Background: an optimization exercise with open tools, aiming at small area. Do not read the settings as production practice.
Only simulation tests tie the RTL to the original design; equivalence was not proved.
The flow treats the clock pin as an ideal source. Dropping or thinning the clock tree relies on that and would not hold on a real chip.

Setup of branch violet:
==> module buck_v1_0, before the edit <==
module buck_v1_0 #(
  parameter model_data_width = 25,
  parameter model_decimal_width = 16
)(
  input aclk,
  input resetn,
  input clock_enable,
  input pwm,
  input signed [model_data_width-1:0] input_voltage,
  input signed [model_data_width-1:0] period_inductor,
  input signed [model_data_width-1:0] period_capacitor,
  input signed [model_data_width-1:0] inverse_resistor,
  output reg signed [model_data_width-1:0] inductor_current,
  output reg signed [model_data_width-1:0] capacitor_current,
  output reg signed [model_data_width-1:0] output_current,
  output reg signed [model_data_width-1:0] output_voltage
);
  reg  [2:0] ph;    
  reg  [5:0] it;    
  reg        p;     
  reg        c1;    
  reg        c2;    
  wire idle = ph[2] & (ph[1] | ph[0]);
  wire run  = ~idle;
  wire ph0 = (ph == 3'd0);
  wire ph1 = (ph == 3'd1);
  wire ph2 = (ph == 3'd2);
  wire ph3 = (ph == 3'd3);
  wire ph4 = (ph == 3'd4);
  wire it_last = it[5] & it[3];               
  wire it_hi   = it[5] | it[4];               
  wire it_lo   = ~it[5] & ~(it[4] & it[3]);   
  always @(posedge aclk)
    if (!resetn)
      ph <= 3'd7;
    else if (clock_enable) begin
      ph <= 3'd0;
      p <= pwm;
    end else if (run & it_last)
      ph <= ph + 3'd1;
  always @(posedge aclk)
    if (clock_enable)
      it <= 6'd0;
    else if (it_last)
      it <= ph3 ? 6'd16 : 6'd0;
    else
      it <= it + 6'd1;
  wire [31:0] vin_ext = {{7{input_voltage[24]}}, input_voltage};
  wire a2 = p & (it[5] ? input_voltage[24] : vin_ext[it[4:0]]);
  wire b2 = ~output_voltage[0];
  wire dv = a2 ^ b2 ^ c2;
  always @(posedge aclk)
    if (!ph1)
      c2 <= 1'b1;
    else if (it_lo)
      c2 <= (a2 & b2) | (a2 & c2) | (b2 & c2);
  wire x  = ph1 ? dv : ph2 ? output_current[0] : output_voltage[0];
  wire gx = x & (ph0 | ph3);
  wire lx = x & ph1;
  wire cx = x & ph2;
  wire [24:0] ppn = ~((inverse_resistor & {25{gx}}) |
                      (period_inductor  & {25{lx}}) |
                      (period_capacitor & {25{cx}}));
  wire [24:0] q = capacitor_current;
  wire [24:0] s;
  wire [25:0] cy;
  assign cy[0] = 1'b1;
  genvar k;
  generate
    for (k = 0; k < 25; k = k + 1) begin : g_add
      assign s[k] = q[k] ^ ppn[k] ^ cy[k];
      assign cy[k+1] = (q[k] & ppn[k]) | (q[k] & cy[k]) | (ppn[k] & cy[k]);
    end
  endgenerate
  wire s25 = q[24] ^ ppn[24] ^ cy[25];
  wire ob = s[0];    
  wire sub = ~ph0;
  wire a1 = ph2 ? output_voltage[0] : ph3 ? 1'b0 : inductor_current[0];
  wire b1 = (ph4 ? output_current[0] : ob) ^ sub;
  wire sum1 = a1 ^ b1 ^ c1;
  always @(posedge aclk)
    if (clock_enable)
      c1 <= 1'b0;
    else if (it_last)
      c1 <= 1'b1;
    else if (it_hi)
      c1 <= (a1 & b1) | (a1 & c1) | (b1 & c1);
    else
      c1 <= ((c1 ^ sub) | ob) ^ sub;
  wire acc_clr = clock_enable | (run & it_last & ~ph[2] & ~(ph[1] & ph[0]));
  wire ic_hold = resetn & ~clock_enable & idle;
  wire ic_load = resetn & ~acc_clr & run;
  wire [24:0] ic_next = {(ph4 ? sum1 : s25), s[24:1]};
  always @(posedge aclk)
    capacitor_current <= ({25{ic_hold}} & capacitor_current) |
                         ({25{ic_load}} & ic_next);
  wire il_en = run & it_hi & (ph0 | ph1 | ph4);
  wire il_in = ph1 ? sum1 : inductor_current[0];
  always @(posedge aclk)
    inductor_current <= ({25{resetn & ~il_en}} & inductor_current) |
                        ({25{resetn & il_en}} & {il_in, inductor_current[24:1]});
  wire vo_en = run & (ph2 ? it_hi : (~ph[2] & (it_lo | it_last)));
  wire vo_in = ph2 ? sum1 : output_voltage[0];
  always @(posedge aclk)
    output_voltage <= ({25{resetn & ~vo_en}} & output_voltage) |
                      ({25{resetn & vo_en}} & {vo_in, output_voltage[24:1]});
  wire io_en = run & (ph2 ? it_lo : (it_hi & ~ph1));
  wire io_in = (ph0 | ph3) ? sum1 : output_current[0];
  always @(posedge aclk)
    output_current <= ({25{resetn & ~io_en}} & output_current) |
                      ({25{resetn & io_en}} & {io_in, output_current[24:1]});
endmodule
==> flow/config.mk <==
export PLATFORM = sky130hd
export DESIGN_NAME = buck_v1_0
export DESIGN_NICKNAME = buck_v1_0
export VERILOG_FILES = /design/flow/design.v
export SDC_FILE = /design/flow/constraint.sdc
export NUM_CORES = 4
export LEC_CHECK = 0
export ABC_AREA = 1
export CAP_MARGIN = 20
export CORE_MARGIN = 2
export CORE_UTILIZATION = 65
export SLEW_MARGIN = 20
==> flow/constraint.sdc <==
create_clock -name core_clock -period 28.0 [get_ports {aclk}]
set_input_delay 5.6000 -clock core_clock [delete_from_list [all_inputs] [get_ports {aclk}]]
set_output_delay 5.6000 -clock core_clock [all_outputs]
set_load 0.01 [all_outputs]
standard.sh (not shown) runs the stock make flow with config.mk's settings and CLKGATE_MAP_FILE= SYNTH_SCRIPT=/design/flow/synth_recipe.tcl, a recipe that flattens the netlist after the stock synthesis.
==> flow/flow/run.sh <==
#!/bin/bash
# Layout flow: the standard ORFS flow (standard.sh) with changes that only
# affect which cells implement the logic, not the design or its constraints:
#  1. synthesis maps the combinational logic with an area-oriented ABC script
#     (flow/abc_area.script); flip-flops come from the standard steps;
#  2. after synthesis, chains of full adders fed through inverters are
#     flipped to the other polarity (flow/fixfa.py) and the combinational
#     logic around them is re-mapped with ABC (flow/remap.ys); registers,
#     their names and cell types are untouched;
#  3. ports are buffered with the smallest buffer (buf_1);
#  4. CTS uses clkbuf_8 without dummy loads; the registers are then regrouped
#     into 4 balanced clusters, each with one leaf buffer driven by the clock
#     port and sized to keep the clock edge fast (flow/post_cts.tcl).
# Each tool's output goes to a log_*.txt file in the work folder.
set -euo pipefail
W=$PWD
R=$W/orfs/results/sky130hd/buck_v1_0/base
YOSYS=$FLOW_HOME/../tools/install/yosys/bin/yosys
rm -rf "$W/scripts_area"
cp -r "$FLOW_HOME/scripts" "$W/scripts_area"
cp "$W/flow/abc_area.script" "$W/scripts_area/abc_area.script"
bash standard.sh SCRIPTS_DIR="$W/scripts_area" "$R/1_2_yosys.v" > "$W/log_synth.txt" 2>&1
cp "$R/1_2_yosys.v" "$W/synth_standard_abc.v"
python3 "$W/flow/fixfa.py" "$R/1_2_yosys.v" "$W/remap_in.v" > "$W/log_fixfa.txt" 2>&1
cp "$W/flow/abc_area.script" "$W/abc_area.script"
"$YOSYS" -s "$W/flow/remap.ys" > "$W/log_remap.txt" 2>&1
cp "$W/remap_out.v" "$R/1_2_yosys.v"
bash standard.sh synth > "$W/log_synth_odb.txt" 2>&1
export BUFFER_PORTS_ARGS="-buffer_cell sky130_fd_sc_hd__buf_1"
export CTS_ARGS="-sink_clustering_enable -repair_clock_nets -dont_use_dummy_load -buf_list {sky130_fd_sc_hd__clkbuf_8}"
export POST_CTS_TCL="$W/flow/post_cts.tcl"
bash standard.sh finish > "$W/log_finish.txt" 2>&1
Other scripts of this flow, unchanged in this note and not shown: flow/flow/abc_area.script, flow/flow/fixfa.py, flow/flow/post_cts.tcl, flow/flow/remap.ys
Modified inputs, branch maple compared to branch violet
--- a/flow/design.v
+++ b/flow/design.v
@@ -71,9 +71,9 @@
       assign s[k] = q[k] ^ ppn[k] ^ cy[k];
       assign cy[k+1] = (q[k] & ppn[k]) | (q[k] & cy[k]) | (ppn[k] & cy[k]);
     end
   endgenerate
-  wire s25 = q[24] ^ ppn[24] ^ cy[25];
+  wire s25 = (q[24] & ppn[24]) | (q[24] & s[24]) | (ppn[24] & s[24]);
   wire ob = s[0];    
   wire sub = ~ph0;
   wire a1 = ph2 ? output_voltage[0] : ph3 ? 1'b0 : inductor_current[0];
   wire b1 = (ph4 ? output_current[0] : ob) ^ sub;
==> comparison <==
Sequential share of layout area: branch maple < branch violet
Relative to branch violet, the non-clock buffer count measured on branch maple has increased slightly.
On portion of the layout cell area used by non-clock buffers, branch violet and branch maple are basically level.
Looking at relative area change from synthesis to final layout, branch maple sits 0.22 points higher than branch violet does.
A dominant kind of cell by area of registers is what branch violet shows, while multi-input gates belongs to branch maple.
branch maple vs branch violet: cell count after placement up slightly

-- static timing again, ports no longer ideal --
How much do the figures lean on ideal ports? The routed layouts below were timed once more, with nothing changed but the port constraints.
Step 1: set_driving_cell puts a clkbuf_16 on aclk and a buf_2 on each other input, an assumption about the parent block.
Step 2 also shifts input and output timing later by t, the mid clock arrival at the registers, as if the neighbouring blocks saw the same clock.
Slacks: ideal / step 1 / step 2; pairs: ideal / step 1.
| run | shift t [ns] | slack for setup (ns) | worst slew at a driven data input, ns | pins driven straight from the clock port |
|---|---|---|---|---|
| branch violet | 0.234 | 9.219 / 9.271 / 9.037 | 0.07 | 4 |
| branch maple | 0.235 | 9.035 / 9.087 / 8.852 | 0.05 | 4 |
After both steps setup and hold are still met in every run listed. For branch maple, which loses most, drivers alone change the setup slack by +0.052 ns; drivers and shift together by -0.183 ns.
